Source: an optimization exercise on an open RTL-to-GDS flow (aim: small area and a short achievable clock period). Production flows keep margins and buffers that such runs may drop. RTL that was checked went through simulation tests only; none was proved equivalent to the original. No functional check of the RTL was part of run 4. No activity file was given, so power comes from the tool's default toggle rates.

[design.v]
module mproc (input wire clk, reset, input wire [15:0] d_in, output wire [6:0] addr, output wire [15:0] d_out);
  reg  [6:0]   pc;
  reg  [10:0]  ir;       
  reg  [1:0]   cls;      
  reg  [127:0] rfn;      
  wire [127:0] rf = ~rfn;
  reg  [15:0]  opa, opb; 
  reg          f, l, c;  
  wire e   = ~f & ~l;
  wire ld  = cls == 2'b10;
  wire ef  = e & ~ld;
  wire el  = e & ld;
  wire jmp = (cls == 2'b01) & ef;
  wire wr  = el | (ef & (cls == 2'b00));
  wire [2:0]  wa = ir[8:6];
  wire [15:0] res;
  wire [15:0] wd = reset ? 16'd0 : (el ? d_in : res);
  wire        ua = reset | f | (wr & (wa == ir[2:0]));
  wire        ub = reset | f | (wr & (wa == ir[5:3]));
  wire       fs = f & ~reset;
  wire [7:0] sa = (8'd1 << d_in[2:0]) & {8{fs}};
  wire [7:0] sb = (8'd1 << d_in[5:3]) & {8{fs}};
  wire [15:0] ra = (rf[15:0] & {16{sa[0]}}) |
                     (rf[31:16] & {16{sa[1]}}) |
                     (rf[47:32] & {16{sa[2]}}) |
                     (rf[63:48] & {16{sa[3]}}) |
                     (rf[79:64] & {16{sa[4]}}) |
                     (rf[95:80] & {16{sa[5]}}) |
                     (rf[111:96] & {16{sa[6]}}) |
                     (rf[127:112] & {16{sa[7]}}) |
                     (wd & {16{ua & ~fs}}) | (opa & {16{~ua}});
  wire [15:0] rb = (rf[15:0] & {16{sb[0]}}) |
                     (rf[31:16] & {16{sb[1]}}) |
                     (rf[47:32] & {16{sb[2]}}) |
                     (rf[63:48] & {16{sb[3]}}) |
                     (rf[79:64] & {16{sb[4]}}) |
                     (rf[95:80] & {16{sb[5]}}) |
                     (rf[111:96] & {16{sb[6]}}) |
                     (rf[127:112] & {16{sb[7]}}) |
                     (wd & {16{ub & ~fs}}) | (opb & {16{~ub}});
  wire [15:0] a = opa, b = opb;
  wire [1:0]  op = ir[10:9];
  wire [17:0] s2 = {1'b0, a, 1'b1} + {1'b0, b ^ {16{op[0]}}, op[0]};
  wire [16:0] s  = s2[17:1];
  assign res = op[1] ? (op[0] ? (a | b) : (a & b)) : s[15:0];
  wire nz = |d_in[13:11];
  wire [1:0] cls_in = {d_in[15] | (~d_in[14] & nz), d_in[14] | (~d_in[15] & nz)};
  wire       pc_inc = el | f;
  wire [6:0] pc_add = pc_inc ? 7'd1 : ~ir[6:0];
  wire       pc_cin = ~pc_inc;
  integer i;
  always @(posedge clk) begin
    c <= s[16];
    for (i = 0; i < 8; i = i + 1)
      if (reset | (wr & (wa == i))) rfn[16*i +: 16] <= ~wd;
    opa <= ra;
    opb <= rb;
    if (reset) begin
      pc <= 7'd0; ir <= 11'd0; cls <= 2'b00; f <= 1'b1; l <= 1'b0; c <= 1'b0;
    end else begin
      if (el | f | (jmp & c)) pc <= pc + pc_add + {6'd0, pc_cin};
      if (f) begin ir <= d_in[10:0]; cls <= cls_in; end
      f <= l | ef;
      l <= el;
    end
  end
  assign addr  = pc;
  assign d_out = opa;
endmodule
[flow/run.sh]
#!/bin/bash
# The standard layout, with repair_timing aiming for a larger setup margin and
# plain buffers on the ports.
set -euo pipefail
bash standard.sh SETUP_SLACK_MARGIN=5.95 "BUFFER_PORTS_ARGS=-buffer_cell sky130_fd_sc_hd__buf_2" finish > run_standard.log 2>&1
[standard.sh]
#!/bin/bash
# synth_recipe.tcl (not shown) runs the flow's synth.tcl, then flattens the netlist and writes it again
# the make line also repeats each setting of config.mk as NAME=value (left out here)
make -C /OpenROAD-flow-scripts/flow DESIGN_CONFIG=/design/flow/config.mk WORK_HOME=/design/flow/orfs CLKGATE_MAP_FILE= SYNTH_SCRIPT=/design/flow/synth_recipe.tcl "${@:-finish}"
[config.mk]
export PLATFORM = sky130hd
export DESIGN_NAME = mproc
export DESIGN_NICKNAME = mproc
export VERILOG_FILES = /design/flow/design.v
export SDC_FILE = /design/flow/constraint.sdc
export NUM_CORES = 4
export LEC_CHECK = 0
export ABC_AREA = 1
export CAP_MARGIN = 20
export CORE_MARGIN = 2
export CORE_UTILIZATION = 50
export CTS_BUF_LIST = sky130_fd_sc_hd__clkbuf_8
export SETUP_SLACK_MARGIN = 5.0
export SLEW_MARGIN = 20
export TNS_END_PERCENT = 0
[constraint.sdc]
create_clock -name core_clock -period 8.5 [get_ports {clk}]
set_input_delay 1.7000 -clock core_clock [delete_from_list [all_inputs] [get_ports {clk}]]
set_output_delay 1.7000 -clock core_clock [all_outputs]
set_load 0.01 [all_outputs]
==> impl_summary.txt, run 1 <==
----------------------------------------------------
[Place]
  Total cell area at the placement stage ... approximately 10000 um^2
  Final weighted congestion in routability-driven placement ... 0.900
  Port bufs ... 40
  Worst slack at placement ... 4.85 ns
  Placed cells ... roughly 1300
  DP Wirelength ... 19.8 mm

[GRT]
  Global-route usage over all layers ... between 20% and 30%
  Routing usage on met3 ... 5.50%
  Vias in the first global route ... roughly 7800
  Layer with the highest usage ... met2
  Number of antenna violations at the first check in global routing ... 0
  Met1 track demand over resource in global routing ... a little over two fifths
  Total congestion overflow after global routing ... 0
  First-pass GRT wire length ... 44.9 mm
  Met2 Use GR ... between 40 and 50%
  Largest net degree at the start of global routing ... 29

[Route]
  Via total after detailed routing ... slightly above 8000
  First-pass detailed-route iteration total ... 6
  Antenna violation net count after detailed routing ... 0
  Avg WL per Cell ... between 20 and 25 um
  1st-iter DRT viols ... around 1000
  Detailed-route vias per instance ... around 6
  Total DRC errors in the routed layout ... 0
  Total routed wirelength ... 29.7 mm

[Floorplan]
  Floorplan die width ... ~140 um
  Placement row count ... 50
  Area of the placeable core ... about 19000 um^2
  Full die area ... 20400 um^2
  Die extent in y ... 143 um
  Num ports ... 41
  Starting density of the core ... 51.3%

[Timing]
  Worst Slack Setup Final ... around 5.7 ns
  Shortest clock period the worst path allows after layout ... ~2.8 ns
  Number of slew-limit violations in the final report ... 0
  Total count of hold-check failures in the final report ... 0
  Fmax ... approximately 360 MHz
  Share of the clock period used by the worst path ... approximately 33%
  Worst Tran Pin Value ... ~0.96 ns
  Relative max-transition margin ... a little over a third
  Setup violations, final ... 0
  Final clock skew ... ~0.012 ns
  Total Negative Setup Slacks ... 0 ns
  Final worst hold slack ... about 0.51 ns
  RSZ-0062 raised after global routing ... yes

[Critical path]
  R2R setup slack ... around 5.8 ns
  Critical register-to-register path startpoint ... ir[6]
  List of cells traversed by the critical path ... buf_2 -> inv_2 -> nor2_1 -> nand2_8 -> or2_0 -> o21ai_0 -> nor2_1 -> nand2_1 -> a21oi_1 -> nand2_1
  RR Endpoint ... rfn[21]
  Critical setup path kind ... in -> reg
  Crit start category ... input port
  Highest-delay cell along the critical path ... sky130_fd_sc_hd__nor2_1
  Dominant delay contributor by cell family on the critical path ... simple AND/OR/NAND/NOR gates
  Number of cells traversed by the worst register-to-register path ... 3
  Worst path arrival time ... 3.17 ns
  Delay contributed by the slowest stage of the critical path ... 0.35 ns
  Critical Path Fanout Max ... 16
  Endpoint type of the worst setup path ... register
  Sum of buffers and inverters on the critical path ... 2
  Required arrival time at the worst endpoint ... between 8 and 9 ns

[Outcome]
  Outcome ... timing/DRC/antenna clean

[Yosys]
  Sequential fraction of the synthesis area ... roughly 51%
  Synthesized area divided by synthesized cell count ... ~9.0 um^2
  Count of state elements after synthesis ... between 150 and 200
  Post-synth cell types ... roughly 50
  Cells after Synth ... about 1100
  Ys Warns ... 1
  Number of enable-type register cells in the synthesized netlist ... between 100 and 150
  Primary flip-flop cell chosen by synthesis mapping ... sky130_fd_sc_hd__edfxtp_1
  Synth Net Count ... 1115
  Share of synthesized flip-flops with an asynchronous set or reset ... 0%
  Area of the mapped netlist ... about 9600 um^2

[Clock network]
  Hold bufs inserted after CTS ... 0
  Clock sinks ... 183
  Clock slew seen by the registers of the worst setup and hold paths ... 0.09 ns
  Clock insertion delay at the later pin of the skew report ... about 0.47 ns
  H-tree levels ... 4
  Longest Clk Path Bufs ... 2
  Cell at the root of the clock tree ... sky130_fd_sc_hd__clkbuf_8
  Clock tree from TritonCTS ... yes
  Cts bufs inserted ... 17

[Cells and area]
  Fraction of layout instances using a drive strength above 1 ... between 15 and 20%
  Non-filler cells, final ... between 1000 and 1500
  Final core occ ... between 50% and 60%
  Total inserted antenna cells ... 0
  Leading cell type in the layout, fill and taps excluded ... sky130_fd_sc_hd__nand2_1
  Most frequent cells in the layout ... sky130_fd_sc_hd__nand2_1, sky130_fd_sc_hd__edfxtp_1, sky130_fd_sc_hd__nor2_1, sky130_fd_sc_hd__o22ai_1, sky130_fd_sc_hd__inv_1
  Filler Cells Inserted ... 1681
  Final net count ... between 1000 and 1500
  Syn-to-layout area delta ... 12.6%
  Register area ... 5000 um^2
  Post-route design area ... 10800 um^2
  Multi-input combinational cell area ... 4260 um^2

[Hold path]
  Hold WC Path Type ... reg -> reg
  Number of cells on the worst hold path ... 2
  Startpoint of the tightest hold check path ... opa[14]
  Destination of the worst hold path ... opa[14]

[Power and ir drop]
  Pwr Density ... ~310 nW/um^2
  Power spent charging and discharging nets ... around 1.4 mW
  Leakage component of the power ... between 4 and 5 nW
  Combinational share of power ... roughly 36%
  Power after layout ... around 3.4 mW
  Relative contribution of sequential cells to total power ... 46.8%
  Part of the total power dissipated in the clock network ... 17.2%
  Switching Fraction ... between 30 and 40%
  Peak supply drop ... 0.000130 V
  Internal power component ... between 2 and 2.5 mW

[Job]
  Max_cap viols ... 0

----------------------------------------------------
synth_stat cells (4+ instances only):
| cell | n | area (um^2) |
|---|---|---|
| sky130_fd_sc_hd__nand2_1 | 184 | 691 |
| sky130_fd_sc_hd__nor2_1 | 130 | 488 |
| sky130_fd_sc_hd__edfxtp_1 | 128 | 3840 |
| sky130_fd_sc_hd__o22ai_1 | 122 | 763 |
| sky130_fd_sc_hd__inv_1 | 98 | 368 |
| sky130_fd_sc_hd__a21oi_1 | 63 | 315 |
| sky130_fd_sc_hd__o21ai_0 | 59 | 295 |
| sky130_fd_sc_hd__dfxtp_1 | 55 | 1100 |
| sky130_fd_sc_hd__nand3_1 | 54 | 270 |
| sky130_fd_sc_hd__ha_1 | 24 | 300 |
| sky130_fd_sc_hd__buf_4 | 13 | 97.6 |
| sky130_fd_sc_hd__nand2_4 | 12 | 135 |
| sky130_fd_sc_hd__inv_2 | 10 | 37.5 |
| sky130_fd_sc_hd__nand2_2 | 10 | 62.6 |
| sky130_fd_sc_hd__buf_6 | 9 | 101 |
| sky130_fd_sc_hd__o21ai_1 | 9 | 45.0 |
| sky130_fd_sc_hd__o41ai_1 | 8 | 70.1 |
| sky130_fd_sc_hd__or2_2 | 8 | 50.1 |
| sky130_fd_sc_hd__buf_2 | 7 | 35.0 |
| sky130_fd_sc_hd__clkbuf_1 | 7 | 26.3 |
| sky130_fd_sc_hd__xnor2_1 | 7 | 61.3 |
| sky130_fd_sc_hd__nor3_1 | 6 | 30.0 |
| sky130_fd_sc_hd__or2_0 | 5 | 31.3 |
| sky130_fd_sc_hd__o211ai_1 | 4 | 30.0 |
| sky130_fd_sc_hd__xor2_1 | 4 | 35.0 |
cell families (layout without fill, tap and decap cells):
group | count (synthesis) | after routing | share of synthesized area (%)
AOI/OAI and AO/OA | 274 | 274 | 16.6
xor gates and xnor gates | 11 | 11 | 1.00
adders and majority gates | 27 | 27 | 3.64
buffers and inverters | 148 | 213 | 7.17
DFF | 183 | 183 | 51.4
and+or+nand+nor | 428 | 428 | 20.2
layout make-up:
class	count	area share (%)
Sequential cell	183	46.2
Multi-Input combinational cell	740	39.3
Timing Repair Buffer	69	4.10
Inverter	111	4.09
Tap cell	234	2.70
Clock buffer	17	2.16
Clock inverter	15	1.39
Timing Repair inverter	1	0.0809
worst max-delay path by stage:
stage,startpoint,end,depth (start not counted)
2_1_floorplan,reset,opb[1],8
3_3_place_gp,reset,opa[7],9
3_5_place_dp,reset,opa[8],11
4_1_cts,opa[0],d_out[0],1
5_1_grt,ir[9],rfn[24],18
6_report,d_in[2],opa[11],10
state kept, by name (all words and copies together) (netlist names):
| register | count |
|---|---|
| pc | 7 |
| opb | 16 |
| l | 1 |
| ir | 11 |
| rfn | 128 |
| opa | 16 |
| cls | 2 |
| f | 1 |
| c | 1 |
power groups by stage:
stage	Clock, mW	Sequential [mW]	Combinational [mW]
after floorplan	0	1.52	0.787
after global placement	0	1.61	1.11
after detailed placement	0	1.60	1.12
after CTS	0.587	1.59	1.20
after global routing	0.623	1.62	1.37
final	0.585	1.60	1.23
routing by layer:
layer | vias up | share of wire, %
met5 | - | 0
met4 | 0 | 3.5
met3 | 92 | 9.0
met2 | 436 | 45
met1 | 3878 | 43
li1 | 3868 | -
worst register-to-register path, delay by kind of cell, from the launching register on:
family | cells | cell delay, ns
flip-flops | 1 | 0.77
AO/OA/AOI/OAI | 1 | 0.86
buffers and inverters | 2 | 0.74
repair_timing:
| item | CTS | global route |
|---|---|---|
| setup buffers | 20 | 0 |
| setup endpoints to repair | 208 | 195 |
| pin swaps | 5 | 0 |
| cloned | 1 | 0 |
| resized for setup | 58 | 11 |
==> inputs of run 2 (changes only) <==
==> run.sh (new file) <==
#!/bin/bash
# synth_recipe.tcl (not shown) runs the flow's synth.tcl, then flattens the netlist and writes it again
# the make line also repeats each setting of config.mk as NAME=value (left out here)
make -C /OpenROAD-flow-scripts/flow DESIGN_CONFIG=/design/flow/config.mk WORK_HOME=/design/flow/orfs CLKGATE_MAP_FILE= SYNTH_SCRIPT=/design/flow/synth_recipe.tcl finish
--- a/config.mk
+++ b/config.mk
@@ -9,5 +9,5 @@
 export CAP_MARGIN = 20
 export CORE_MARGIN = 2
-export CORE_UTILIZATION = 50
+export CORE_UTILIZATION = 55
 export CTS_BUF_LIST = sky130_fd_sc_hd__clkbuf_8
 export SETUP_SLACK_MARGIN = 5.0
removed: flow/run.sh
removed: standard.sh
==> impl_summary.txt, run 2 <==
----------------------------------------------------
[Outcome]
  Outcome ... timing/DRC/antenna clean (unchanged)

[Cells and area]
  Largest register by flop count ... rfn (unchanged)
  Syn-to-layout area delta ... 10.4% (was 12.6%)
  Most frequent cells in the layout ... sky130_fd_sc_hd__nand2_1, sky130_fd_sc_hd__nor2_1, sky130_fd_sc_hd__edfxtp_1, sky130_fd_sc_hd__o22ai_1, sky130_fd_sc_hd__inv_1 (was sky130_fd_sc_hd__nand2_1, sky130_fd_sc_hd__edfxtp_1, sky130_fd_sc_hd__nor2_1, sky130_fd_sc_hd__o22ai_1, sky130_fd_sc_hd__inv_1)
  Total inserted antenna cells ... 0 (unchanged)
  Post-route design area ... 10600 um^2 (was 10800 um^2)
  Non-filler cells, final ... 1340 (was 1370)
  Largest registers in the final layout ... rfn: 128 flops, opa: 16 flops, opb: 16 flops (unchanged)
  Flip-flop count of the largest register after layout ... 128 (unchanged)
  Fraction of layout instances using a drive strength above 1 ... 8.79% (was 17.0%)
  Leading cell type in the layout, fill and taps excluded ... sky130_fd_sc_hd__nand2_1 (unchanged)
  Final net count ... 1146 (was 1167)

[Power and ir drop]
  Peak supply drop ... 0.000172 V (was 0.000130 V)
  Switching Fraction ... 39.8% (about the same)
  Power spent charging and discharging nets ... 1.33 mW (was 1.36 mW)
  Power after layout ... 3.35 mW (was 3.41 mW)
  Part of the total power dissipated in the clock network ... 17.7% (was 17.2%)
  Relative contribution of sequential cells to total power ... 47.6% (was 46.8%)
  Leakage component of the power ... 4.38 nW (was 4.52 nW)
  Combinational share of power ... 34.7% (was 36.1%)
  Internal power component ... 2.02 mW (was 2.05 mW)
  Pwr Density ... 315 nW/um^2 (about the same)

[Timing]
  Shortest clock period the worst path allows after layout ... 3.45 ns (was 2.77 ns)
  Worst Slack Setup Final ... 5.05 ns (was 5.73 ns)
  Fmax ... 290 MHz (was 362 MHz)
  Number of slew-limit violations in the final report ... 0 (unchanged)
  Total Negative Setup Slacks ... 0 ns (unchanged)
  Total count of hold-check failures in the final report ... 0 (unchanged)
  Worst Tran Pin Value ... 0.902 ns (was 0.961 ns)
  Final clock skew ... 0.0217 ns (was 0.0116 ns)
  RSZ-0062 raised after global routing ... yes (unchanged)
  Setup violations, final ... 0 (unchanged)
  Relative max-transition margin ... 39.6% (was 35.7%)
  Share of the clock period used by the worst path ... 40.6% (was 32.5%)

[Yosys]
  Most repeated cell in the gate-level netlist after synthesis ... sky130_fd_sc_hd__nand2_1 (unchanged)
  Commonest cells in the netlist ... sky130_fd_sc_hd__nand2_1, sky130_fd_sc_hd__nor2_1, sky130_fd_sc_hd__edfxtp_1, sky130_fd_sc_hd__o22ai_1, sky130_fd_sc_hd__inv_1 (unchanged)
  Number of enable-type register cells in the synthesized netlist ... 128 (unchanged)
  Synth Net Count ... 1115 (unchanged)
  Area of the mapped netlist ... 9620 um^2 (unchanged)
  Yosys top cell by area ... sky130_fd_sc_hd__edfxtp_1 (unchanged)
  Sequential fraction of the synthesis area ... 51.4% (unchanged)
  Largest cells by area after synthesis ... sky130_fd_sc_hd__edfxtp_1, sky130_fd_sc_hd__dfxtp_1, sky130_fd_sc_hd__o22ai_1, sky130_fd_sc_hd__nand2_1, sky130_fd_sc_hd__nor2_1 (unchanged)
  Post-synth cell types ... 49 (unchanged)
  Portion of synthesized cell area occupied by the leading cell type ... 40.0% (unchanged)
  Synthesized area divided by synthesized cell count ... 8.98 um^2 (unchanged)
  Cells after Synth ... 1071 (unchanged)
  Primary flip-flop cell chosen by synthesis mapping ... sky130_fd_sc_hd__edfxtp_1 (unchanged)
  Share of synthesized flip-flops with an asynchronous set or reset ... 0% (unchanged)
  Count of state elements after synthesis ... 183 (unchanged)
  Ys Warns ... 1 (unchanged)

[Hold path]
  Hold WC Path Type ... reg -> reg (unchanged)

[Clock network]
  Post-CTS setup buffer count ... 0 (was 20)
  Longest Clk Path Bufs ... 2 (unchanged)
  Clock sinks ... 183 (unchanged)
  Clock insertion delay at the later pin of the skew report ... 0.47 ns (about the same)
  Cell at the root of the clock tree ... sky130_fd_sc_hd__clkbuf_8 (unchanged)
  Clock tree from TritonCTS ... yes (unchanged)
  H-tree levels ... 4 (unchanged)
  Clock slew seen by the registers of the worst setup and hold paths ... 0.10 ns (was 0.09 ns)
  Cts bufs inserted ... 17 (unchanged)
  Hold bufs inserted after CTS ... 0 (unchanged)

[GRT]
  Vias in the first global route ... 7461 (was 7763)
  Number of antenna violations at the first check in global routing ... 0 (unchanged)
  Global-route usage over all layers ... 31.3% (was 29.8%)
  Total congestion overflow after global routing ... 0 (unchanged)
  First-pass GRT wire length ... 42.6 mm (was 44.9 mm)
  Largest net degree at the start of global routing ... 32 (was 29)

[Route]
  1st-iter DRT viols ... 1097 (was 988)
  Total DRC errors in the routed layout ... 0 (unchanged)
  First-pass detailed-route iteration total ... 5 (was 6)
  Total routed wirelength ... 28.0 mm (was 29.7 mm)
  Avg WL per Cell ... 20.9 um (was 21.7 um)
  Uppermost routed layer ... met4 (unchanged)
  Via total after detailed routing ... 8066 (was 8274)
  Total routed wire length on the met1 layer ... 12.0 mm (was 12.8 mm)
  Detailed-route vias per instance ... 6.02 (was 6.04)
  Wire length on met2 ... 12.5 mm (was 13.2 mm)
  Antenna violation net count after detailed routing ... 0 (unchanged)
  Met3 routed wirelength ... 2.76 mm (was 2.66 mm)

[Critical path]
  List of cells traversed by the critical path ... clkdlybuf4s50_1 -> bufinv_16 -> nand2_8 -> inv_6 -> nand2_4 -> o21a_1 -> o221ai_1 -> nor3_1 -> nand2_1 (was buf_2 -> inv_2 -> nor2_1 -> nand2_8 -> or2_0 -> o21ai_0 -> nor2_1 -> nand2_1 -> a21oi_1 -> nand2_1)
  Critical setup path kind ... in -> reg (unchanged)
  Delay contributed by the slowest stage of the critical path ... 0.63 ns (was 0.35 ns)
  Worst path arrival time ... 3.80 ns (was 3.17 ns)
  Highest-delay cell along the critical path ... sky130_fd_sc_hd__clkdlybuf4s50_1 (was sky130_fd_sc_hd__nor2_1)
  Endpoint type of the worst setup path ... register (unchanged)
  R2R setup slack ... 5.28 ns (was 5.82 ns)
  Critical Path Fanout Max ... 31 (was 16)
  Required arrival time at the worst endpoint ... 8.85 ns (was 8.91 ns)
  Crit start category ... input port (unchanged)

[Floorplan]
  Num ports ... 41 (unchanged)
  Full die area ... 18600 um^2 (was 20400 um^2)
  Placement row count ... 48 (was 50)
  Floorplan die width ... 136 um (was 143 um)
  Die extent in y ... 136 um (was 143 um)
  Starting density of the core ... 56.0% (was 51.3%)
  Area of the placeable core ... 17200 um^2 (was 18800 um^2)

[Place]
  Final weighted congestion in routability-driven placement ... 0.910 (was 0.900)
  Port bufs ... 40 (unchanged)
  Placed cells ... 1308 (was 1317)
  Worst slack at placement ... 4.28 ns (was 4.85 ns)
  DP Wirelength ... 19.0 mm (was 19.8 mm)
  Total cell area at the placement stage ... 10200 um^2 (was 10100 um^2)

[Job]
  Max_cap viols ... 0 (unchanged)

----------------------------------------------------
## run 2: cell counts after synthesis
Identical to the previous run, type by type.
## run 2: power groups by stage
stage	logic (mW)	registers (mW)	clock network, mW
after global placement	1.14	1.60	0
final	1.16	1.59	0.594
after floorplan	0.775	1.52	0
after detailed placement	1.15	1.60	0
after CTS	1.16	1.58	0.602
after global routing	1.31	1.62	0.636
## run 2: what timing repair did
item	in CTS	in global routing
endpoints found under the hold margin	0	0
gates resized for setup	2	10
setup endpoints to repair	32	28
## run 2: logic make-up (layout without fill, tap and decap cells)
| logic type | Yosys count | in the layout | synth area share [%] |
|---|---|---|---|
| AOI/OAI and AO/OA | 274 | 274 | 16.6 |
| xor gates and xnor gates | 11 | 11 | 1.00 |
| adders and majority gates | 27 | 27 | 3.64 |
| buffers and inverters | 148 | 192 | 7.17 |
| DFF | 183 | 183 | 51.4 |
| and+or+nand+nor | 428 | 428 | 20.2 |
## run 2: metrics by stage
step	hold WS (ns)	utilization (%)
finish	0.492	61.9
detailed placement	0.472	59.2
global placement	0.472	59.2
global route	0.526	61.9
floorplan	0.454	-
CTS	0.496	61.5
## run 2: critical path, delay by kind of cell
family,cells,cell delay (ns)
compound gates,2,0.26
buf+inv,3,1.00
simple gates,4,0.82
## run 2: cell type report
| class | instances | area (um^2) |
|---|---|---|
| tap | 225 | 282 |
| fill | 1492 | 6550 |
| timing repair buffer | 49 | 468 |
| sequential | 183 | 4940 |
| clock inverter | 15 | 163 |
| multi-input combinational | 740 | 4080 |
| clock buffer | 17 | 234 |
| inverter | 111 | 450 |
## run 2: final timing paths
kind,startpoint,endpoint,depth (start not counted)
setup / recovery,reset,opa[15],9
hold / removal,l,f,2
hold reg to reg,l,f,2
setup reg to reg,f,pc[6],19
## run 2: metal layers
| layer | vias to the layer above | GRT usage [%] |
|---|---|---|
| met1 | 3717 | 43.6 |
| li1 | 3824 | - |
| met4 | 0 | 10.4 |
| met2 | 448 | 48.2 |
| met3 | 77 | 7.57 |
| met5 | - | 0 |
==> inputs of run 3 (changes only) <==
--- a/design.v
+++ b/design.v
@@ -46,7 +46,4 @@
   wire nz = |d_in[13:11];
   wire [1:0] cls_in = {d_in[15] | (~d_in[14] & nz), d_in[14] | (~d_in[15] & nz)};
-  wire       pc_inc = el | f;
-  wire [6:0] pc_add = pc_inc ? 7'd1 : ~ir[6:0];
-  wire       pc_cin = ~pc_inc;
   integer i;
   always @(posedge clk) begin
@@ -59,5 +56,6 @@
       pc <= 7'd0; ir <= 11'd0; cls <= 2'b00; f <= 1'b1; l <= 1'b0; c <= 1'b0;
     end else begin
-      if (el | f | (jmp & c)) pc <= pc + pc_add + {6'd0, pc_cin};
+      if (el | f) pc <= pc + 7'd1;
+      else if (jmp & c) pc <= pc - ir[6:0];
       if (f) begin ir <= d_in[10:0]; cls <= cls_in; end
       f <= l | ef;
--- a/config.mk
+++ b/config.mk
@@ -9,7 +9,6 @@
 export CAP_MARGIN = 20
 export CORE_MARGIN = 2
-export CORE_UTILIZATION = 55
+export CORE_UTILIZATION = 50
 export CTS_BUF_LIST = sky130_fd_sc_hd__clkbuf_8
 export SETUP_SLACK_MARGIN = 5.0
 export SLEW_MARGIN = 20
-export TNS_END_PERCENT = 0
==> impl_summary.txt, run 3 <==
----------------------------------------------------
[Route]
  Detailed-route vias per instance ... 5.92 (was 6.02)
  Total DRC errors in the routed layout ... 0 (unchanged)
  Total routed wirelength ... 30.0 mm (was 28.0 mm)
  Avg WL per Cell ... 21.5 um (was 20.9 um)
  First-pass detailed-route iteration total ... 6 (was 5)
  1st-iter DRT viols ... 863 (was 1097)
  Via total after detailed routing ... 8282 (was 8066)
  Antenna violation net count after detailed routing ... 0 (unchanged)

[Power and ir drop]
  Peak supply drop ... 0.000152 V (was 0.000172 V)
  Combinational share of power ... 32.6% (was 34.7%)
  Switching Fraction ... 38.0% (was 39.8%)
  Part of the total power dissipated in the clock network ... 20.8% (was 17.7%)
  Relative contribution of sequential cells to total power ... 46.6% (was 47.6%)
  Pwr Density ... 301 nW/um^2 (was 315 nW/um^2)
  Power spent charging and discharging nets ... 1.24 mW (was 1.33 mW)
  Leakage component of the power ... 4.42 nW (was 4.38 nW)
  Internal power component ... 2.03 mW (was 2.02 mW)
  Power after layout ... 3.27 mW (was 3.35 mW)

[Place]
  DP Wirelength ... 20.1 mm (was 19.0 mm)
  Worst slack at placement ... 3.81 ns (was 4.28 ns)
  Final weighted congestion in routability-driven placement ... 0.899 (was 0.910)
  Port bufs ... 40 (unchanged)

[Job]
  Max_cap viols ... 0 (unchanged)

[Yosys]
  XOR/XNOR Fraction of Synth Area ... 1.63% (was 1.00%)
  Share of cell area taken by muxes after synthesis ... 0% (unchanged)
  Primary flip-flop cell chosen by synthesis mapping ... sky130_fd_sc_hd__edfxtp_1 (unchanged)
  Area of the mapped netlist ... 9650 um^2 (was 9620 um^2)
  Synth Net Count ... 1141 (was 1115)
  Most repeated cell in the gate-level netlist after synthesis ... sky130_fd_sc_hd__nand2_1 (unchanged)
  Sequential fraction of the synthesis area ... 51.2% (was 51.4%)
  Fraction of the mapped netlist area in adder cells ... 3.58% (was 3.64%)
  Cells after Synth ... 1096 (was 1071)
  Synthesized area divided by synthesized cell count ... 8.80 um^2 (was 8.98 um^2)
  Compound-gate portion of the synthesized area ... 16.2% (was 16.6%)
  Post-synthesis simple-gate area fraction ... 20.2% (about the same)
  Post-synth cell types ... 48 (was 49)
  Yosys top cell by area ... sky130_fd_sc_hd__edfxtp_1 (unchanged)
  Largest family of logic cells by synthesized area ... simple AND/OR/NAND/NOR gates (unchanged)
  Count of state elements after synthesis ... 183 (unchanged)
  Share of synthesized flip-flops with an asynchronous set or reset ... 0% (unchanged)
  Ys Warns ... 1 (unchanged)
  Largest cells by area after synthesis ... sky130_fd_sc_hd__edfxtp_1, sky130_fd_sc_hd__dfxtp_1, sky130_fd_sc_hd__nand2_1, sky130_fd_sc_hd__o22ai_1, sky130_fd_sc_hd__nor2_1 (was sky130_fd_sc_hd__edfxtp_1, sky130_fd_sc_hd__dfxtp_1, sky130_fd_sc_hd__o22ai_1, sky130_fd_sc_hd__nand2_1, sky130_fd_sc_hd__nor2_1)
  Portion of synthesized cell area occupied by the leading cell type ... 39.8% (was 40.0%)
  Number of enable-type register cells in the synthesized netlist ... 128 (unchanged)
  Commonest cells in the netlist ... sky130_fd_sc_hd__nand2_1, sky130_fd_sc_hd__nor2_1, sky130_fd_sc_hd__edfxtp_1, sky130_fd_sc_hd__o22ai_1, sky130_fd_sc_hd__inv_1 (unchanged)

[Timing]
  Worst Slack Setup Final ... 5.08 ns (was 5.05 ns)
  Setup violations, final ... 0 (unchanged)
  RSZ-0062 raised after global routing ... no (was yes)
  Share of the clock period used by the worst path ... 40.3% (was 40.6%)
  Shortest clock period the worst path allows after layout ... 3.42 ns (was 3.45 ns)
  Number of slew-limit violations in the final report ... 0 (unchanged)
  Relative max-transition margin ... 29.0% (was 39.6%)
  Total Negative Setup Slacks ... 0 ns (unchanged)
  Final clock skew ... 0.0217 ns (about the same)
  Total count of hold-check failures in the final report ... 0 (unchanged)
  Worst Tran Pin Value ... 1.06 ns (was 0.902 ns)
  Fmax ... 292 MHz (was 290 MHz)

[Cells and area]
  Largest register by flop count ... rfn (unchanged)
  Most frequent cells in the layout ... sky130_fd_sc_hd__nand2_1, sky130_fd_sc_hd__nor2_1, sky130_fd_sc_hd__edfxtp_1, sky130_fd_sc_hd__o22ai_1, sky130_fd_sc_hd__inv_1 (unchanged)
  Syn-to-layout area delta ... 12.7% (was 10.4%)
  Largest registers in the final layout ... rfn: 128 flops, opa: 16 flops, opb: 16 flops (unchanged)
  Register area ... 4940 um^2 (unchanged)
  Fraction of layout instances using a drive strength above 1 ... 8.35% (was 8.79%)
  Multi-input combinational cell area ... 4200 um^2 (was 4080 um^2)
  Flip-flop count of the largest register after layout ... 128 (unchanged)
  Filler Cells Inserted ... 1708 (was 1492)
  Leading cell type in the layout, fill and taps excluded ... sky130_fd_sc_hd__nand2_1 (unchanged)
  Total inserted antenna cells ... 0 (unchanged)
  Final core occ ... 57.7% (was 61.9%)
  Final net count ... 1170 (was 1146)

[Clock network]
  Longest Clk Path Bufs ... 2 (unchanged)
  Clock tree from TritonCTS ... yes (unchanged)
  Clock slew seen by the registers of the worst setup and hold paths ... 0.10 ns (about the same)
  H-tree levels ... 4 (unchanged)
  Cell at the root of the clock tree ... sky130_fd_sc_hd__clkbuf_8 (unchanged)
  Cts bufs inserted ... 17 (unchanged)
  Clock sinks ... 183 (unchanged)
  Clock insertion delay at the later pin of the skew report ... 0.48 ns (was 0.47 ns)

[GRT]
  First-pass GRT wire length ... 44.9 mm (was 42.6 mm)
  Vias in the first global route ... 7799 (was 7461)
  Number of antenna violations at the first check in global routing ... 0 (unchanged)
  Global-route usage over all layers ... 29.7% (was 31.3%)
  Largest net degree at the start of global routing ... 33 (was 32)
  Total congestion overflow after global routing ... 0 (unchanged)

[Floorplan]
  Floorplan die width ... 143 um (was 136 um)
  Area of the placeable core ... 18800 um^2 (was 17200 um^2)
  Full die area ... 20400 um^2 (was 18600 um^2)
  Starting density of the core ... 51.2% (was 56.0%)
  Num ports ... 41 (unchanged)
  Die extent in y ... 143 um (was 136 um)
  Placement row count ... 50 (was 48)

[Critical path]
  Critical Path Fanout Max ... 15 (was 31)
  Endpoint type of the worst setup path ... register (unchanged)
  Crit start category ... input port (unchanged)
  Worst path arrival time ... 3.82 ns (was 3.80 ns)
  Critical setup path kind ... in -> reg (unchanged)
  Required arrival time at the worst endpoint ... 8.90 ns (was 8.85 ns)

[Hold path]
  Hold WC Path Type ... reg -> reg (unchanged)

[Outcome]
  Outcome ... timing/DRC/antenna clean (unchanged)

----------------------------------------------------
## run 3: worst max-delay path, cell delays in order
cell and delay (ns):
sky130_fd_sc_hd__clkdlybuf4s50_1 0.63, sky130_fd_sc_hd__inv_1 0.16, sky130_fd_sc_hd__nor2_1 0.38, sky130_fd_sc_hd__nand2_4 0.25, sky130_fd_sc_hd__or2_2 0.33, sky130_fd_sc_hd__o21ai_0 0.08
sky130_fd_sc_hd__nor2_1 0.06, sky130_fd_sc_hd__nand2_1 0.07, sky130_fd_sc_hd__a31oi_1 0.04, sky130_fd_sc_hd__o21ai_0 0.11
## run 3: layout make-up
cell class	instances	share of cell area (%)
clock buffer	17	2.15
timing repair inverter	1	0.0806
tap	260	2.99
timing repair buffer	50	4.33
inverter	115	4.25
clock inverter	15	2.07
multi-input combinational	757	38.6
sequential	183	45.5
## run 3: path summary, 6_finish.rpt
check,depth (start not counted),startpoint,slack [ns],to
worst min-delay path,2,pc[6],0.52,pc[6]
worst max-delay path,10,d_in[0],5.08,opa[2]
worst max register to register,16,f,5.28,pc[5]
worst min register to register,2,pc[6],0.52,pc[6]
## run 3: power by group through the flow
stage / sequential, mW / combinational (mW) / clock, mW
finish: 1.52 / 1.07 / 0.679
global route: 1.55 / 1.20 / 0.718
CTS: 1.51 / 1.06 / 0.680
detailed placement: 1.53 / 1.04 / 0
global placement: 1.54 / 1.04 / 0
floorplan: 1.47 / 0.693 / 0
## run 3: routing by layer
metal / wire, um / track usage [%] / vias up / share of wire (%)
met5: 0 / 0 / - / 0
met4: 667 / 10.1 / 0 / 2.2
met3: 2670 / 4.43 / 58 / 8.9
met2: 13200 / 45.2 / 421 / 44
met1: 13500 / 43.5 / 3884 / 45
li1: - / - / 3919 / -
## run 3: cell families after synthesis
| logic type | after synthesis |
|---|---|
| compound gates | 266 |
| xor+xnor | 18 |
| fa+ha+maj | 27 |
| buf+inv | 157 |
| flops | 183 |
| simple gates | 445 |
## run 3: through the flow
stage,area [um^2],cells,hold WS (ns)
global placement,10300,1364,0.495
global route,10900,1398,0.545
CTS,10900,1397,0.518
finish,10900,1398,0.516
detailed placement,10300,1364,0.486
floorplan,9650,1096,0.459
## run 3: timing repair
item | in CTS | in global routing
setup buffers | 0 | 0
pin swaps | 1 | 1
resized for setup | 28 | 3
hold buffers | 0 | 0
cloned | 1 | 1
setup endpoints to repair | 33 | 22
==> inputs of run 4 (changes only) <==
--- a/design.v
+++ b/design.v
@@ -19,4 +19,8 @@
   wire        ub = reset | f | (wr & (wa == ir[5:3]));
   wire       fs = f & ~reset;
+  wire        wra = ~reset & (wa == ir[2:0]), wrb = ~reset & (wa == ir[5:3]);
+  wire        aw  = ef & (cls == 2'b00);
+  wire        bya_alu = wra & aw & ~f, bya_ld = wra & el & ~f;
+  wire        byb_alu = wrb & aw & ~f, byb_ld = wrb & el & ~f;
   wire [7:0] sa = (8'd1 << d_in[2:0]) & {8{fs}};
   wire [7:0] sb = (8'd1 << d_in[5:3]) & {8{fs}};
@@ -29,5 +33,5 @@
                      (rf[111:96] & {16{sa[6]}}) |
                      (rf[127:112] & {16{sa[7]}}) |
-                     (wd & {16{ua & ~fs}}) | (opa & {16{~ua}});
+                     (res & {16{bya_alu}}) | (d_in & {16{bya_ld}}) | (opa & {16{~ua}});
   wire [15:0] rb = (rf[15:0] & {16{sb[0]}}) |
                      (rf[31:16] & {16{sb[1]}}) |
@@ -38,5 +42,5 @@
                      (rf[111:96] & {16{sb[6]}}) |
                      (rf[127:112] & {16{sb[7]}}) |
-                     (wd & {16{ub & ~fs}}) | (opb & {16{~ub}});
+                     (res & {16{byb_alu}}) | (d_in & {16{byb_ld}}) | (opb & {16{~ub}});
   wire [15:0] a = opa, b = opb;
   wire [1:0]  op = ir[10:9];
==> flow/run.sh (new file) <==
#!/bin/bash
# The standard layout, with repair_timing aiming for a larger setup margin and
# plain buffers on the ports.
set -euo pipefail
bash standard.sh SETUP_SLACK_MARGIN=5.8 "BUFFER_PORTS_ARGS=-buffer_cell sky130_fd_sc_hd__buf_2" finish > run_standard.log 2>&1
==> standard.sh (new file) <==
#!/bin/bash
# synth_recipe.tcl (not shown) runs the flow's synth.tcl, then flattens the netlist and writes it again
# the make line also repeats each setting of config.mk as NAME=value (left out here)
make -C /OpenROAD-flow-scripts/flow DESIGN_CONFIG=/design/flow/config.mk WORK_HOME=/design/flow/orfs CLKGATE_MAP_FILE= SYNTH_SCRIPT=/design/flow/synth_recipe.tcl "${@:-finish}"
removed: run.sh
==> impl_summary.txt, run 4 <==
----------------------------------------------------
[GRT]
  Total congestion overflow after global routing ... 0 (unchanged)
  Largest net degree at the start of global routing ... 24 (was 33)
  Global-route usage over all layers ... 32.2% (was 29.7%)
  First-pass GRT wire length ... 48.6 mm (was 44.9 mm)
  Vias in the first global route ... 8187 (was 7799)
  Number of antenna violations at the first check in global routing ... 0 (unchanged)

[Clock network]
  Clock tree from TritonCTS ... yes (unchanged)
  Cell at the root of the clock tree ... sky130_fd_sc_hd__clkbuf_8 (unchanged)
  Longest Clk Path Bufs ... 2 (unchanged)
  Clock sinks ... 183 (unchanged)
  Clock insertion delay at the later pin of the skew report ... 0.49 ns (was 0.48 ns)
  Cts bufs inserted ... 17 (unchanged)
  Hold bufs inserted after CTS ... 0 (unchanged)
  H-tree levels ... 4 (unchanged)
  Clock slew seen by the registers of the worst setup and hold paths ... 0.10 ns (about the same)

[Yosys]
  Yosys top cell by area ... sky130_fd_sc_hd__edfxtp_1 (unchanged)
  Cells after Synth ... 1136 (was 1096)
  Sequential fraction of the synthesis area ... 50.8% (was 51.2%)
  Fraction of the mapped netlist area in adder cells ... 3.65% (was 3.58%)
  Portion of synthesized cell area occupied by the leading cell type ... 39.5% (was 39.8%)
  Share of cell area taken by muxes after synthesis ... 0% (unchanged)
  Largest cells by area after synthesis ... sky130_fd_sc_hd__edfxtp_1, sky130_fd_sc_hd__dfxtp_1, sky130_fd_sc_hd__nand2_1, sky130_fd_sc_hd__o22ai_1, sky130_fd_sc_hd__nor2_1 (unchanged)
  Post-synth cell types ... 41 (was 48)
  Area of the mapped netlist ... 9730 um^2 (was 9650 um^2)
  Share of synthesized flip-flops with an asynchronous set or reset ... 0% (unchanged)
  Ys Warns ... 1 (unchanged)
  Number of enable-type register cells in the synthesized netlist ... 128 (unchanged)
  Synth Net Count ... 1181 (was 1141)
  Primary flip-flop cell chosen by synthesis mapping ... sky130_fd_sc_hd__edfxtp_1 (unchanged)
  XOR/XNOR Fraction of Synth Area ... 1.53% (was 1.63%)
  Largest family of logic cells by synthesized area ... simple AND/OR/NAND/NOR gates (unchanged)
  Post-synthesis simple-gate area fraction ... 21.6% (was 20.2%)
  Most repeated cell in the gate-level netlist after synthesis ... sky130_fd_sc_hd__nand2_1 (unchanged)
  Commonest cells in the netlist ... sky130_fd_sc_hd__nand2_1, sky130_fd_sc_hd__nor2_1, sky130_fd_sc_hd__edfxtp_1, sky130_fd_sc_hd__o22ai_1, sky130_fd_sc_hd__inv_1 (unchanged)
  Count of state elements after synthesis ... 183 (unchanged)
  Synthesized area divided by synthesized cell count ... 8.56 um^2 (was 8.80 um^2)
  Compound-gate portion of the synthesized area ... 15.5% (was 16.2%)

[Route]
  Detailed-route vias per instance ... 6.03 (was 5.92)
  Avg WL per Cell ... 22.2 um (was 21.5 um)
  Antenna violation net count after detailed routing ... 0 (unchanged)
  Total DRC errors in the routed layout ... 0 (unchanged)
  First-pass detailed-route iteration total ... 6 (unchanged)
  1st-iter DRT viols ... 1277 (was 863)
  Total routed wirelength ... 33.4 mm (was 30.0 mm)
  Via total after detailed routing ... 9072 (was 8282)

[Critical path]
  Number of cells traversed by the worst register-to-register path ... 15 (was 16)
  Source of the critical timing path ... d_in[2] (was d_in[0])
  Critical setup path kind ... in -> reg (unchanged)
  R2R setup slack ... 5.88 ns (was 5.28 ns)
  Worst path arrival time ... 3.13 ns (was 3.82 ns)
  Critical Path Fanout Max ... 15 (unchanged)
  Required arrival time at the worst endpoint ... 8.94 ns (was 8.90 ns)
  Critical register-to-register path startpoint ... ir[9] (was f)
  RR Endpoint ... rfn[12] (was pc[5])
  Endpoint type of the worst setup path ... register (unchanged)
  CP Capture Point ... opa[15] (was opa[2])
  Crit start category ... input port (unchanged)

[Floorplan]
  Floorplan die width ... 143 um (about the same)
  Die extent in y ... 143 um (about the same)
  Placement row count ... 51 (was 50)
  Num ports ... 41 (unchanged)
  Full die area ... 20600 um^2 (was 20400 um^2)
  Starting density of the core ... 50.5% (was 51.2%)
  Area of the placeable core ... 19300 um^2 (was 18800 um^2)

[Cells and area]
  Syn-to-layout area delta ... 21.8% (was 12.7%)
  Filler Cells Inserted ... 1673 (was 1708)
  Flip-flop count of the largest register after layout ... 128 (unchanged)
  Largest register by flop count ... rfn (unchanged)
  Final net count ... 1272 (was 1170)
  Largest registers in the final layout ... rfn: 128 flops, opa: 16 flops, opb: 16 flops (unchanged)
  Multi-input combinational cell area ... 4790 um^2 (was 4200 um^2)
  Fraction of layout instances using a drive strength above 1 ... 23.6% (was 8.35%)
  Most frequent cells in the layout ... sky130_fd_sc_hd__nand2_1, sky130_fd_sc_hd__edfxtp_1, sky130_fd_sc_hd__o22ai_1, sky130_fd_sc_hd__nor2_1, sky130_fd_sc_hd__inv_1 (was sky130_fd_sc_hd__nand2_1, sky130_fd_sc_hd__nor2_1, sky130_fd_sc_hd__edfxtp_1, sky130_fd_sc_hd__o22ai_1, sky130_fd_sc_hd__inv_1)
  Total inserted antenna cells ... 0 (unchanged)
  Leading cell type in the layout, fill and taps excluded ... sky130_fd_sc_hd__nand2_1 (unchanged)
  Register area ... 5000 um^2 (was 4940 um^2)

[Power and ir drop]
  Pwr Density ... 198 nW/um^2 (was 301 nW/um^2)
  Leakage component of the power ... 4.94 nW (was 4.42 nW)
  Peak supply drop ... 0.000114 V (was 0.000152 V)
  Power after layout ... 2.35 mW (was 3.27 mW)

[Hold path]
  Startpoint of the tightest hold check path ... pc[6] (unchanged)
  Hold WC Path Type ... reg -> reg (unchanged)

[Timing]
  Number of slew-limit violations in the final report ... 0 (unchanged)
  Relative max-transition margin ... 48.1% (was 29.0%)
  Setup violations, final ... 0 (unchanged)
  Final clock skew ... 0.0223 ns (was 0.0217 ns)
  RSZ-0062 raised after global routing ... yes (was no)
  Total count of hold-check failures in the final report ... 0 (unchanged)
  Total Negative Setup Slacks ... 0 ns (unchanged)
  Worst Tran Pin Value ... 0.777 ns (was 1.06 ns)
  Fmax ... 371 MHz (was 292 MHz)
  Shortest clock period the worst path allows after layout ... 2.69 ns (was 3.42 ns)
  Share of the clock period used by the worst path ... 31.7% (was 40.3%)

[Outcome]
  Outcome ... timing/DRC/antenna clean (unchanged)

[Place]
  Port bufs ... 40 (unchanged)
  DP Wirelength ... 21.8 mm (was 20.1 mm)
  Final weighted congestion in routability-driven placement ... 0.970 (was 0.899)

[Job]
  Max_cap viols ... 0 (unchanged)

----------------------------------------------------
-- run 4: cell type report --
cell class / count / area share, %
Multi-Input combinational cell: 793 / 40.4
Clock buffer: 18 / 2.09
Timing Repair Buffer: 107 / 7.19
Clock inverter: 14 / 0.897
Tap cell: 265 / 2.80
Inverter: 124 / 4.33
Timing Repair inverter: 1 / 0.0950
Sequential cell: 183 / 42.2
-- run 4: through the flow --
stage	util [%]	instance area, um^2	setup WS, ns	hold WS [ns]	instances
finish	61.5	11900	5.81	0.498	1505
global route	61.5	11900	5.71	0.517	1505
CTS	58.1	11200	5.80	0.494	1467
detailed placement	53.9	10400	4.85	0.485	1413
global placement	53.9	10400	4.85	0.482	1413
floorplan	-	10000	5.71	0.437	1136
-- run 4: logic make-up (layout without fill, tap and decap cells) --
logic type	count (synthesis)	after routing
and+or+nand+nor	497	498
AOI/OAI and AO/OA	250	250
DFF	183	183
buffers and inverters	161	264
adders and majority gates	28	28
xor gates and xnor gates	17	17
-- run 4: worst min path at each step --
stage	cells past startpoint	end
floorplan	2	f
global placement	2	opb[4]
detailed placement	2	opb[4]
CTS	2	opa[6]
global route	2	cls[0]
finish	2	pc[6]
-- run 4: power breakdown --
part | internal [mW] | switching (mW) | total [mW]
logic | 0.209 | 0.402 | 0.611
registers | 1.11 | 0.0822 | 1.19
clock network | 0.236 | 0.313 | 0.549
-- run 4: per-layer routing --
metal	share of wire [%]	global-route usage, %	vias up
li1	-	-	4162
met1	41	45.2	4244
met2	44	48.1	557
met3	10	6.30	109
met4	4.0	15.6	0
met5	0	0	-
-- run 4: what timing repair did --
| item | 4_1_cts | 5_1_grt |
|---|---|---|
| setup buffers | 20 | 37 |
| gates resized for setup | 79 | 90 |
| pin swaps | 7 | 28 |
| endpoints found under the setup margin | 174 | 157 |
| gates cloned | 2 | 1 |
-- run 4: worst max-delay path, stage by stage --
cell	delay [ns]
sky130_fd_sc_hd__buf_2	0.19
sky130_fd_sc_hd__clkinvlp_4	0.19
sky130_fd_sc_hd__nor2_4	0.13
sky130_fd_sc_hd__buf_6	0.17
sky130_fd_sc_hd__nand2_8	0.13
sky130_fd_sc_hd__o22ai_1	0.16
sky130_fd_sc_hd__nor2_1	0.08
sky130_fd_sc_hd__o211ai_1	0.21
sky130_fd_sc_hd__nor2_1	0.08
sky130_fd_sc_hd__nand2_1	0.08
==> inputs of run 5 (changes only) <==
--- a/design.v
+++ b/design.v
@@ -3,6 +3,5 @@
   reg  [10:0]  ir;       
   reg  [1:0]   cls;      
-  reg  [127:0] rfn;      
-  wire [127:0] rf = ~rfn;
+  reg  [127:0] rf;       
   reg  [15:0]  opa, opb; 
   reg          f, l, c;  
@@ -19,8 +18,4 @@
   wire        ub = reset | f | (wr & (wa == ir[5:3]));
   wire       fs = f & ~reset;
-  wire        wra = ~reset & (wa == ir[2:0]), wrb = ~reset & (wa == ir[5:3]);
-  wire        aw  = ef & (cls == 2'b00);
-  wire        bya_alu = wra & aw & ~f, bya_ld = wra & el & ~f;
-  wire        byb_alu = wrb & aw & ~f, byb_ld = wrb & el & ~f;
   wire [7:0] sa = (8'd1 << d_in[2:0]) & {8{fs}};
   wire [7:0] sb = (8'd1 << d_in[5:3]) & {8{fs}};
@@ -33,5 +28,5 @@
                      (rf[111:96] & {16{sa[6]}}) |
                      (rf[127:112] & {16{sa[7]}}) |
-                     (res & {16{bya_alu}}) | (d_in & {16{bya_ld}}) | (opa & {16{~ua}});
+                     (wd & {16{ua & ~fs}}) | (opa & {16{~ua}});
   wire [15:0] rb = (rf[15:0] & {16{sb[0]}}) |
                      (rf[31:16] & {16{sb[1]}}) |
@@ -42,5 +37,5 @@
                      (rf[111:96] & {16{sb[6]}}) |
                      (rf[127:112] & {16{sb[7]}}) |
-                     (res & {16{byb_alu}}) | (d_in & {16{byb_ld}}) | (opb & {16{~ub}});
+                     (wd & {16{ub & ~fs}}) | (opb & {16{~ub}});
   wire [15:0] a = opa, b = opb;
   wire [1:0]  op = ir[10:9];
@@ -54,5 +49,5 @@
     c <= s[16];
     for (i = 0; i < 8; i = i + 1)
-      if (reset | (wr & (wa == i))) rfn[16*i +: 16] <= ~wd;
+      if (reset | (wr & (wa == i))) rf[16*i +: 16] <= wd;
     opa <= ra;
     opb <= rb;
==> flow/run.sh (replaced) <==
#!/bin/bash
# The standard layout, with: abc mapping by flow/map.abc in synthesis,
# repair_timing aiming for a larger setup margin, plain buffers on the ports.
set -euo pipefail
W=$(pwd)
export FLOW_SYNTH_TCL=$W/synth_recipe.tcl
export ABC_SCRIPT_OVERRIDE=$W/flow/map.abc
bash standard.sh SYNTH_SCRIPT=$W/flow/synth_abc.tcl SETUP_SLACK_MARGIN=5.7 "BUFFER_PORTS_ARGS=-buffer_cell sky130_fd_sc_hd__buf_2" finish > run_standard.log 2>&1
==> flow/map.abc (new file) <==
strash
&get -n
&dch
&nf -R 1000
&put
topo
stime -c
==> flow/synth_abc.tcl (new file) <==
# The standard flow's synthesis (synth_recipe.tcl), with abc mapping the combinational
# logic by the script in ABC_SCRIPT_OVERRIDE instead of ORFS's abc script.
proc abc {args} {
  set i [lsearch -exact $args -script]
  if {$i >= 0} { lset args [expr {$i + 1}] $::env(ABC_SCRIPT_OVERRIDE) }
  yosys abc {*}$args
}
source $::env(FLOW_SYNTH_TCL)
==> impl_summary.txt, run 5 <==
----------------------------------------------------
[Job]
  Max_cap viols ... 0 (unchanged)

[Clock network]
  Clock slew seen by the registers of the worst setup and hold paths ... 0.09 ns (was 0.10 ns)
  Longest Clk Path Bufs ... 2 (unchanged)
  Clock sinks ... 183 (unchanged)
  Clock insertion delay at the later pin of the skew report ... 0.49 ns (about the same)
  Hold bufs inserted after CTS ... 0 (unchanged)
  Cts bufs inserted ... 17 (unchanged)
  Clock tree from TritonCTS ... yes (unchanged)
  Cell at the root of the clock tree ... sky130_fd_sc_hd__clkbuf_8 (unchanged)
  H-tree levels ... 4 (unchanged)

[Timing]
  Worst Slack Setup Final ... 5.48 ns (was 5.81 ns)
  Number of slew-limit violations in the final report ... 0 (unchanged)
  Share of the clock period used by the worst path ... 35.5% (was 31.7%)
  Shortest clock period the worst path allows after layout ... 3.02 ns (was 2.69 ns)
  Fmax ... 331 MHz (was 371 MHz)
  RSZ-0062 raised after global routing ... yes (unchanged)
  Worst Tran Pin Value ... 0.753 ns (was 0.777 ns)
  Relative max-transition margin ... 49.7% (was 48.1%)
  Setup violations, final ... 0 (unchanged)
  Final clock skew ... 0.0173 ns (was 0.0223 ns)
  Total count of hold-check failures in the final report ... 0 (unchanged)
  Total Negative Setup Slacks ... 0 ns (unchanged)

[Floorplan]
  Floorplan die width ... 135 um (was 143 um)
  Num ports ... 41 (unchanged)
  Die extent in y ... 135 um (was 143 um)
  Full die area ... 18300 um^2 (was 20600 um^2)
  Placement row count ... 48 (was 51)
  Area of the placeable core ... 17100 um^2 (was 19300 um^2)
  Starting density of the core ... 50.6% (was 50.5%)

[Yosys]
  Ys Warns ... 1 (unchanged)
  Share of synthesized flip-flops with an asynchronous set or reset ... 0% (unchanged)
  Count of state elements after synthesis ... 183 (unchanged)
  Commonest cells in the netlist ... sky130_fd_sc_hd__edfxtp_1, sky130_fd_sc_hd__nand2_1, sky130_fd_sc_hd__a21oi_1, sky130_fd_sc_hd__a222oi_1, sky130_fd_sc_hd__dfxtp_1 (was sky130_fd_sc_hd__nand2_1, sky130_fd_sc_hd__nor2_1, sky130_fd_sc_hd__edfxtp_1, sky130_fd_sc_hd__o22ai_1, sky130_fd_sc_hd__inv_1)
  Primary flip-flop cell chosen by synthesis mapping ... sky130_fd_sc_hd__edfxtp_1 (unchanged)
  Portion of synthesized cell area occupied by the leading cell type ... 44.5% (was 39.5%)
  Largest cells by area after synthesis ... sky130_fd_sc_hd__edfxtp_1, sky130_fd_sc_hd__dfxtp_1, sky130_fd_sc_hd__a222oi_1, sky130_fd_sc_hd__nand2_1, sky130_fd_sc_hd__ha_1 (was sky130_fd_sc_hd__edfxtp_1, sky130_fd_sc_hd__dfxtp_1, sky130_fd_sc_hd__nand2_1, sky130_fd_sc_hd__o22ai_1, sky130_fd_sc_hd__nor2_1)
  Sequential fraction of the synthesis area ... 57.3% (was 50.8%)
  Most repeated cell in the gate-level netlist after synthesis ... sky130_fd_sc_hd__edfxtp_1 (was sky130_fd_sc_hd__nand2_1)
  Yosys top cell by area ... sky130_fd_sc_hd__edfxtp_1 (unchanged)
  Synthesized area divided by synthesized cell count ... 11.4 um^2 (was 8.56 um^2)
  Synth Net Count ... 800 (was 1181)
  Post-synth cell types ... 38 (was 41)
  Cells after Synth ... 755 (was 1136)
  Number of enable-type register cells in the synthesized netlist ... 128 (unchanged)
  Area of the mapped netlist ... 8630 um^2 (was 9730 um^2)

[Critical path]
  List of cells traversed by the critical path ... buf_16 -> nand2b_4 -> buf_12 -> nor3_4 -> buf_12 -> buf_12 -> a222oi_1 -> nand4_1 -> a221o_1 -> a221o_1 (was buf_2 -> clkinvlp_4 -> nor2_4 -> buf_6 -> nand2_8 -> o22ai_1 -> nor2_1 -> o211ai_1 -> nor2_1 -> nand2_1)
  Delay contributed by the slowest stage of the critical path ... 0.33 ns (was 0.21 ns)
  Dominant cell type by count on the critical path ... sky130_fd_sc_hd__buf_12 (was sky130_fd_sc_hd__nor2_1)
  Worst path arrival time ... 3.39 ns (was 3.13 ns)
  Critical Path Fanout Max ... 6 (was 15)
  Critical setup path kind ... in -> reg (unchanged)
  Endpoint type of the worst setup path ... register (unchanged)
  Crit start category ... input port (unchanged)
  Highest-delay cell along the critical path ... sky130_fd_sc_hd__a222oi_1 (was sky130_fd_sc_hd__o211ai_1)
  Required arrival time at the worst endpoint ... 8.87 ns (was 8.94 ns)

[Route]
  Avg WL per Cell ... 28.0 um (was 22.2 um)
  Detailed-route vias per instance ... 6.89 (was 6.03)
  Via total after detailed routing ... 8056 (was 9072)
  Antenna violation net count after detailed routing ... 0 (unchanged)
  Total routed wirelength ... 32.7 mm (was 33.4 mm)
  First-pass detailed-route iteration total ... 9 (was 6)
  Total DRC errors in the routed layout ... 0 (unchanged)
  1st-iter DRT viols ... 1483 (was 1277)

[Cells and area]
  Fraction of layout instances using a drive strength above 1 ... 32.8% (was 23.6%)
  Filler Cells Inserted ... 1276 (was 1673)
  Largest registers in the final layout ... rf: 128 flops, opa: 16 flops, opb: 16 flops (was rfn: 128 flops, opa: 16 flops, opb: 16 flops)
  Multi-input combinational cell area ... 4270 um^2 (was 4790 um^2)
  Syn-to-layout area delta ... 33.1% (was 21.8%)
  Total inserted antenna cells ... 0 (unchanged)
  Register area ... 4970 um^2 (was 5000 um^2)
  Flip-flop count of the largest register after layout ... 128 (unchanged)
  Post-route design area ... 11500 um^2 (was 11900 um^2)
  Most frequent cells in the layout ... sky130_fd_sc_hd__edfxtp_1, sky130_fd_sc_hd__nand2_1, sky130_fd_sc_hd__buf_4, sky130_fd_sc_hd__a222oi_1, sky130_fd_sc_hd__a21oi_1 (was sky130_fd_sc_hd__nand2_1, sky130_fd_sc_hd__edfxtp_1, sky130_fd_sc_hd__o22ai_1, sky130_fd_sc_hd__nor2_1, sky130_fd_sc_hd__inv_1)
  Largest register by flop count ... rf (was rfn)
  Leading cell type in the layout, fill and taps excluded ... sky130_fd_sc_hd__edfxtp_1 (was sky130_fd_sc_hd__nand2_1)
  Final core occ ... 67.4% (was 61.5%)
  Final net count ... 976 (was 1272)

[Place]
  Total cell area at the placement stage ... 9420 um^2 (was 10400 um^2)
  DP Wirelength ... 16.7 mm (was 21.8 mm)
  Worst slack at placement ... 4.28 ns (was 4.85 ns)
  Port bufs ... 40 (unchanged)
  Final weighted congestion in routability-driven placement ... 0.877 (was 0.970)

[GRT]
  Number of antenna violations at the first check in global routing ... 0 (unchanged)
  Vias in the first global route ... 7738 (was 8187)
  First-pass GRT wire length ... 46.5 mm (was 48.6 mm)
  Global-route usage over all layers ... 35.5% (was 32.2%)
  Largest net degree at the start of global routing ... 34 (was 24)
  Total congestion overflow after global routing ... 0 (unchanged)

[Outcome]
  Outcome ... timing/DRC/antenna clean (unchanged)

[Power and ir drop]
  Peak supply drop ... 0.000170 V (was 0.000114 V)
  Power after layout ... 3.70 mW (was 2.35 mW)
  Pwr Density ... 322 nW/um^2 (was 198 nW/um^2)
  Leakage component of the power ... 4.55 nW (was 4.94 nW)

[Hold path]
  Hold WC Path Type ... reg -> reg (unchanged)

----------------------------------------------------
[run 5: cell count changes after synthesis, moves of 21 or more]
cell                       delta
sky130_fd_sc_hd__a222oi_1    +56
sky130_fd_sc_hd__xor2_1      +24
sky130_fd_sc_hd__nand2_1    -125
sky130_fd_sc_hd__o22ai_1    -114
sky130_fd_sc_hd__a221o_1     +21
sky130_fd_sc_hd__nor2_1      -81
sky130_fd_sc_hd__nand3_1     -47
sky130_fd_sc_hd__inv_1      -115
[run 5: kinds of logic (layout without fill, tap and decap cells)]
logic type / Yosys count / in the layout / synth area share [%]
fa+ha+maj: 40 / 40 / 5.51
mux: 2 / 2 / 0.232
buf+inv: 10 / 198 / 0.435
xor+xnor: 41 / 41 / 4.16
flops: 183 / 183 / 57.3
simple gates: 241 / 242 / 12.1
compound gates: 238 / 238 / 20.2
[run 5: layer usage]
layer,up-vias,global-route usage [%],wire length (um)
met5,-,0,0
met4,0,20.4,1920
met3,137,11.1,4390
met2,621,53.6,14400
met1,3900,45.4,11900
li1,3398,-,-
[run 5: path summary, 6_finish.rpt]
kind,start,to,slack (ns),depth (start not counted)
setup / recovery,reset,opa[4],5.48,10
hold / removal,rf[87],opa[7],0.49,2
setup reg to reg,ir[9],opb[12],5.52,17
hold reg to reg,rf[87],opa[7],0.49,2
[run 5: cell type report]
type                            instances  area share (%)
Timing Repair Buffer                  156            13.6
Clock inverter                         14            1.06
Tap cell                              225            2.45
Multi-Input combinational cell        563            37.2
Sequential cell                       183            43.3
Inverter                               10           0.338
Clock buffer                           18            2.16
[run 5: what timing repair did]
| action | 4_1_cts | 5_1_grt |
|---|---|---|
| endpoints found under the setup margin | 278 | 135 |
| gates resized for setup | 95 | 74 |
| pin swaps | 59 | 61 |
| setup buffers | 85 | 24 |
| gates cloned | 1 | 1 |
[run 5: metrics by stage]
stage               instances  hold slack, ns
floorplan                 755           0.443
global placement         1025           0.454
detailed placement       1026           0.469
CTS                      1144           0.489
global route             1169           0.510
finish                   1169           0.492
[run 5: report_power, final]
group	switching, mW	leakage [nW]	internal (mW)
logic	0.828	2.59	0.669
clock network	0.339	0.192	0.219
registers	0.256	1.78	1.39
[run 5: critical path, delay by kind of cell]
family,cells,cell delay [ns]
simple gates,3,0.34
compound gates,3,0.85
buf+inv,4,0.50
==> inputs of run 6 (changes only) <==
==> flow/map.abc (replaced) <==
strash
dch
map -a
topo
stime -c
==> impl_summary.txt, run 6 <==
----------------------------------------------------
[Job]
  Max_cap viols ... 0 (unchanged)

[Timing]
  RSZ-0062 raised after global routing ... yes (unchanged)
  Total Negative Setup Slacks ... 0 ns (unchanged)
  Final clock skew ... 0.0131 ns (was 0.0173 ns)
  Shortest clock period the worst path allows after layout ... 3.21 ns (was 3.02 ns)
  Share of the clock period used by the worst path ... 37.7% (was 35.5%)
  Worst Tran Pin Value ... 0.756 ns (was 0.753 ns)

[Route]
  Uppermost routed layer ... met4 (unchanged)
  First-pass detailed-route iteration total ... 7 (was 9)
  Detailed-route vias per instance ... 6.40 (was 6.89)
  1st-iter DRT viols ... 1176 (was 1483)
  Via total after detailed routing ... 8805 (was 8056)

[Clock network]
  Clock tree from TritonCTS ... yes (unchanged)
  Clock sinks ... 183 (unchanged)
  Hold bufs inserted after CTS ... 0 (unchanged)
  Cts bufs inserted ... 17 (unchanged)
  H-tree levels ... 4 (unchanged)

[Hold path]
  Hold WC Path Type ... reg -> reg (unchanged)

[Cells and area]
  Total inserted antenna cells ... 0 (unchanged)
  Largest register by flop count ... rf (unchanged)
  Non-filler cells, final ... 1375 (was 1169)
  Filler Cells Inserted ... 1386 (was 1276)
  Leading cell type in the layout, fill and taps excluded ... sky130_fd_sc_hd__edfxtp_1 (unchanged)
  Most frequent cells in the layout ... sky130_fd_sc_hd__edfxtp_1, sky130_fd_sc_hd__nand2_1, sky130_fd_sc_hd__clkinv_1, sky130_fd_sc_hd__buf_4, sky130_fd_sc_hd__nor2_1 (was sky130_fd_sc_hd__edfxtp_1, sky130_fd_sc_hd__nand2_1, sky130_fd_sc_hd__buf_4, sky130_fd_sc_hd__a222oi_1, sky130_fd_sc_hd__a21oi_1)
  Fraction of layout instances using a drive strength above 1 ... 32.8% (about the same)
  Largest registers in the final layout ... rf: 128 flops, opa: 16 flops, opb: 16 flops (unchanged)

[Power and ir drop]
  Peak supply drop ... 0.000258 V (was 0.000170 V)

[Place]
  Final weighted congestion in routability-driven placement ... 0.913 (was 0.877)
  Port bufs ... 40 (unchanged)

[GRT]
  Largest net degree at the start of global routing ... 23 (was 34)
  Number of antenna violations at the first check in global routing ... 0 (unchanged)
  Vias in the first global route ... 8097 (was 7738)

[Critical path]
  Dominant cell type by count on the critical path ... sky130_fd_sc_hd__nor2_4 (was sky130_fd_sc_hd__buf_12)
  Crit start category ... register (was input port)
  Number of gates on the worst path with buffers counted ... 22 (was 10)
  Sum of buffers and inverters on the critical path ... 7 (was 4)
  Critical Path Fanout Max ... 6 (unchanged)
  Critical setup path kind ... reg -> reg (was in -> reg)

[Yosys]
  Ys Warns ... 1 (unchanged)
  Cells after Synth ... 946 (was 755)
  Commonest cells in the netlist ... sky130_fd_sc_hd__clkinv_1, sky130_fd_sc_hd__nand2_1, sky130_fd_sc_hd__edfxtp_1, sky130_fd_sc_hd__nor2_1, sky130_fd_sc_hd__o21ai_0 (was sky130_fd_sc_hd__edfxtp_1, sky130_fd_sc_hd__nand2_1, sky130_fd_sc_hd__a21oi_1, sky130_fd_sc_hd__a222oi_1, sky130_fd_sc_hd__dfxtp_1)
  Portion of synthesized cell area occupied by the leading cell type ... 42.4% (was 44.5%)
  Share of synthesized flip-flops with an asynchronous set or reset ... 0% (unchanged)
  Count of state elements after synthesis ... 183 (unchanged)
  Largest cells by area after synthesis ... sky130_fd_sc_hd__edfxtp_1, sky130_fd_sc_hd__dfxtp_1, sky130_fd_sc_hd__clkinv_1, sky130_fd_sc_hd__nand2_1, sky130_fd_sc_hd__nor2_1 (was sky130_fd_sc_hd__edfxtp_1, sky130_fd_sc_hd__dfxtp_1, sky130_fd_sc_hd__a222oi_1, sky130_fd_sc_hd__nand2_1, sky130_fd_sc_hd__ha_1)
  Yosys top cell by area ... sky130_fd_sc_hd__edfxtp_1 (unchanged)
  Number of enable-type register cells in the synthesized netlist ... 128 (unchanged)

[Floorplan]
  Floorplan die width ... 139 um (was 135 um)

[Outcome]
  Outcome ... timing/DRC/antenna clean (unchanged)

----------------------------------------------------
==> run 6: report_power, final <==
part | switching, mW | total [mW] | internal, mW
registers | 0.275 | 1.66 | 1.38
logic | 0.940 | 1.65 | 0.708
clock network | 0.338 | 0.577 | 0.239
total | 1.55 | 3.88 | 2.33
==> run 6: layout make-up <==
| type | count | area, um^2 | share of cell area [%] |
|---|---|---|---|
| Timing Repair Buffer | 167 | 1470 | 12.1 |
| Inverter | 141 | 622 | 5.11 |
| Sequential cell | 183 | 4980 | 40.9 |
| Multi-Input combinational cell | 623 | 4430 | 36.4 |
| Clock buffer | 17 | 234 | 1.92 |
| Tap cell | 229 | 287 | 2.36 |
| Clock inverter | 15 | 143 | 1.17 |
==> run 6: cells by family after synthesis <==
family	share of synthesized area (%)
adders and majority gates	3.81
and+or+nand+nor	13.5
AOI/OAI and AO/OA	20.5
xor gates and xnor gates	1.74
buffers and inverters	5.84
DFF	54.6
==> run 6: worst paths after layout <==
kind,slack [ns],to,from
worst max-delay path,5.29,opb[12],ir[9]
worst min-delay path,0.46,pc[6],pc[6]
worst max register to register,5.29,opb[12],ir[9]
worst min register to register,0.46,pc[6],pc[6]
==> run 6: worst register-to-register path, delay by kind of cell, from the launching register on <==
kind / cells / cell delay (ns)
AO/OA/AOI/OAI: 5 / 1.00
adder cells (fa/ha/maj): 1 / 0.28
buffers and inverters: 7 / 0.63
flip-flops: 1 / 0.46
AND/OR/NAND/NOR: 9 / 0.73
==> run 6: routing by layer <==
metal / track usage, % / vias to the layer above
li1: - / 3867
met1: 48.0 / 4195
met2: 53.6 / 614
met3: 6.73 / 129
met4: 15.8 / 0
met5: 0 / -
==> run 6: repair_timing <==
item | 4_1_cts | 5_1_grt
setup buffers | 88 | 23
setup endpoints to repair | 307 | 133
pin swaps | 43 | 30
cloned | 3 | 2
gates resized for setup | 111 | 76
==> run 6: metrics by stage <==
step | hold slack, ns | setup WS, ns | power (mW) | cell area (um^2)
floorplan | 0.455 | 5.38 | 2.29 | 9360
global placement | 0.438 | 3.73 | 2.73 | 10000
detailed placement | 0.446 | 4.06 | 2.72 | 10000
CTS | 0.461 | 5.37 | 3.64 | 11700
global route | 0.495 | 5.19 | 4.06 | 12200
finish | 0.458 | 5.29 | 3.88 | 12200

what the ideal ports hide:
The results above use ideal ports. As a check the final layouts listed here were re-extracted and re-timed, cells and wires unchanged. Step 1 sets driving cells, clkbuf_16 on the clock port and buf_2 on the other inputs (assumed; they add their load-dependent delay and slew). Step 2 times the ports against the registers' clock, not the clock port: input delays grow and output delays shrink by t, the midpoint of the rising clock arrivals with the driver on. Slacks: ideal / step 1 / step 2; pairs: ideal / step 1.
run	t, ns	setup WS [ns]
run 1	0.497	5.734 / 5.748 / 5.250
run 2	0.498	5.049 / 5.066 / 4.568
run 3	0.510	5.077 / 5.093 / 4.583
run 4	0.520	5.807 / 5.788 / 5.274
run 5	0.520	5.479 / 5.380 / 4.859
run 6	0.502	5.294 / 5.294 / 4.948
After both steps setup and hold are still met in every run listed.
